What follows belongs to an exercise in optimizing a design on an open flow for small area and a short achievable clock period; a production flow would make more cautious choices.
In this exercise RTL edits were held to simulation tests only and were not proved equivalent to the original.

Design fp32_adder_tree_8_inputs, start of the top module:
module fp32_adder_tree_8_inputs (
    input wire clk,
    input wire rst_n,
    input wire [127:0] dvr_fp32addtree8to1_s0,
    input wire [127:0] dvr_fp32addtree8to1_s1,
    input wire [2:0] cru_fp32addtree8to1,
    output wire [127:0] dr_fp32addtree8to1_d
);
Size: about 5200 cells after synthesis, roughly 35 flip-flops, ~390 I/O pins, roughly 31000 um^2 of cells after synthesis.
clock: 64.0 ns
lec_check: 0
abc_area: 1
cap_margin: 20
core_margin: 2
core_utilization: 40
slew_margin: 20
standard.sh (not shown) runs the stock make flow with config.mk's settings and CLKGATE_MAP_FILE= SYNTH_SCRIPT=/design/flow/synth_recipe.tcl, a recipe that flattens the netlist after the stock synthesis.
==> flow/flow/run.sh <==
#!/bin/bash
# Layout flow: ORFS, with two changes to its synthesis script and a setup
# margin for timing repair.
#  - synthesis: Yosys's generic synth step runs without its quick ABC pass, so
#    the full adders written in the RTL reach extract_fa as written (no
#    inverters around them); the final ABC mapping uses flow/abc.script.
#  - layout: standard steps; repair_timing aims at SETUP_SLACK_MARGIN; the
#    port buffers are the platform's smallest buffer.
# Each tool's output goes to ORFS's own logs (orfs/logs/...); make's output to flow.log.
set -euo pipefail
HERE=$(pwd)
FL=$HERE/flow
source $FL/params.sh
sed -e 's#^source \$::env(SCRIPTS_DIR)/synth_preamble.tcl#&\nset abc_args [lreplace $abc_args 1 1 '"$FL"'/abc.script]#' \
    -e 's#synth -top \$::env(DESIGN_NAME) -run fine: {\*}\$synth_full_args#& -noabc#' \
    $FLOW_HOME/scripts/synth.tcl > $HERE/my_synth.tcl
grep -q -- '-noabc' $HERE/my_synth.tcl
grep -q 'abc.script\]' $HERE/my_synth.tcl
sed -e "s#source \$::env(SCRIPTS_DIR)/synth.tcl#source $HERE/my_synth.tcl#" synth_recipe.tcl > my_synth_recipe.tcl
grep -q my_synth.tcl my_synth_recipe.tcl
sed -e "s#SYNTH_SCRIPT=[^ ]*#SYNTH_SCRIPT=$HERE/my_synth_recipe.tcl#" standard.sh > my_standard.sh
grep -q my_synth_recipe.tcl my_standard.sh
export SETUP_SLACK_MARGIN=$MARGIN
# every port still gets a buffer, the smallest one
export BUFFER_PORTS_ARGS="${PORTBUF:--buffer_cell sky130_fd_sc_hd__buf_1}"
bash my_standard.sh finish > flow.log 2>&1
==> flow/flow/abc.script <==
strash
dch
map -B 0.9
mfs
strash
dch
map -B 0.9
topo
stime -c
buffer -c
upsize -c
dnsize -c
Other scripts of this flow, unchanged in this note and not shown: flow/flow/params.sh, flow/flow/recover.tcl
The baseline produced a clean layout.
Rerun with:
==> flow/flow/abc.script (replaced) <==
strash
dc2
dch
map -B 0.9
strash
dc2
dch
map -B 0.9
topo
stime -c
buffer -c
upsize -c
dnsize -c
Outcome: Worst setup slack degrades by 0.77 ns; non-clock buffer count goes up by 120; global-route usage goes down by 0.98 points; hold slack barely changes.

Setup of job 101:
Another version of the RTL of fp32_adder_tree_8_inputs (not shown whole).
Size: ~5,100 cells after synthesis, roughly 86 flip-flops, about 390 I/O pins, ~0.030 mm^2 of cells after synthesis.
export LEC_CHECK = 0
export ABC_AREA = 1
export CAP_MARGIN = 20
export CORE_MARGIN = 2
export CORE_UTILIZATION = 40
export SLEW_MARGIN = 20
create_clock -name core_clock -period 64.0 [get_ports {clk}]
==> flow/flow/abc.script <==
strash
dch
map -B 0.9 -a
topo
mfs
strash
dch
map -B 0.9
topo
mfs
strash
dch
map -B 0.9
topo
mfs
strash
dch
map -B 0.9
topo
stime -c
==> flow/flow/params.sh <==
MARGIN=42

Scripts as last shown in full above: flow/flow/run.sh
Job 101 completed; timing, DRC and antenna clean
The following lists how job 102 was set up differently from job 101:
==> flow/flow/abc.script <==
strash
dch
map -B 0.9 -a
topo
mfs
strash
dch
map -B 0.9 -a
topo
mfs
strash
dch
map -B 0.9
topo
stime -c
==> flow/flow/params.sh <==
MARGIN=42.5

Job 102 vs job 101 — number of buffers other than clock buffers in the final layout climbed by a little under 10%
Combined global-route utilization of all metal layers is lower on job 101
Routability congestion estimate: job 102 > job 101
Relative to job 101, wire length of the first global-routing pass increased by 2.6% in job 102.
On fraction of layout cells with a size suffix above 1: job 102 sits above job 101.
The count of multi-input gates in job 102 sits about 1.6% below the value recorded for job 101.
~same fraction of the yosys area taken by sequential cells in job 102 and job 101
Re placement row count: job 102 is about 1% down on job 101.
Job 102 vs job 101: final cell count down
Vias after detailed routing: higher on job 102
#### Input delta (job 103 over job 102)
==> flow/flow/abc.script <==
strash
dch
map -B 0.9 -a
topo
mfs
strash
dch
map -B 0.9
topo
mfs
strash
dch
map -B 0.9
topo
stime -c
==> flow/flow/params.sh <==
MARGIN=43

--- outcome ---
- [job 103] non-clock buffer count rose 16% relative to job 102
- fa_1 as the worst-path cell with the longest stage delay was reported by job 103, and fa_2 by job 102.
- Going from job 102 to job 103, synthesized cell count up 75, area added between synthesis and finish now larger, sequential area share after synthesis did not really move, distinct cell type count after synthesis shows a reduction of 6.5%.
- Of the two values seen for capturing element of the worst setup path, row_a_q[6] was produced by job 103 and row_a_q[1] by job 102.
- Job 103 vs job 102 — number of cells on the critical path climbed by a little under 10%
- Job 103 does worse than job 102 on wire length.
Inputs modified between job 103 and job 104:
==> flow/flow/params.sh <==
MARGIN=42.5

Results
Job 104: flow completed, timing, DRC and antenna clean
Relative to job 103, sequential share of layout area increased by 0.37 points in job 104.
Changes observed in job 104 relative to job 103: amount of wire on met2 after detailed routing went down by 6.3%.
Delta (job 104 minus job 103): multi-input logic cell count about even; hold slack rose 26 ps.
Worst-path maximum fanout: job 104 vs job 103 up 14

what the ideal ports hide:
Ports are ideal in the flow. The routed layouts listed here were re-timed in OpenROAD.
Step 1 assumes that a clkbuf_16 drives the clock port and a buf_2 every other input.
Step 2, shift: input delay + t, output delay - t, t = (earliest + latest rising clock arrival at the registers) / 2. This alone moves slack from input paths to output paths.
a / b / c = ideal / step 1 / step 2; a / b = the first two.
run	t (ns)	slack for setup (ns)	latest minus earliest clock arrival (ns)	cell pins on the clock port's net
the first run of note 1	0.314	36.854 / 36.806 / 36.492	0.005 / 0.006	1
the second run of note 1	0.320	36.086 / 36.102 / 35.782	0.005 / 0.005	1
job 101	0.416	42.577 / 42.596 / 42.180	0.013 / 0.013	1
job 102	0.431	42.870 / 42.893 / 42.462	0.025 / 0.025	1
job 103	0.420	43.138 / 43.157 / 42.737	0.020 / 0.020	1
job 104	0.408	42.791 / 42.814 / 42.406	0.012 / 0.012	1
After both steps setup and hold are still met in every run listed. The setup slack of job 102, which loses most, moves by +0.023 ns with the drivers and by -0.408 ns with both steps.
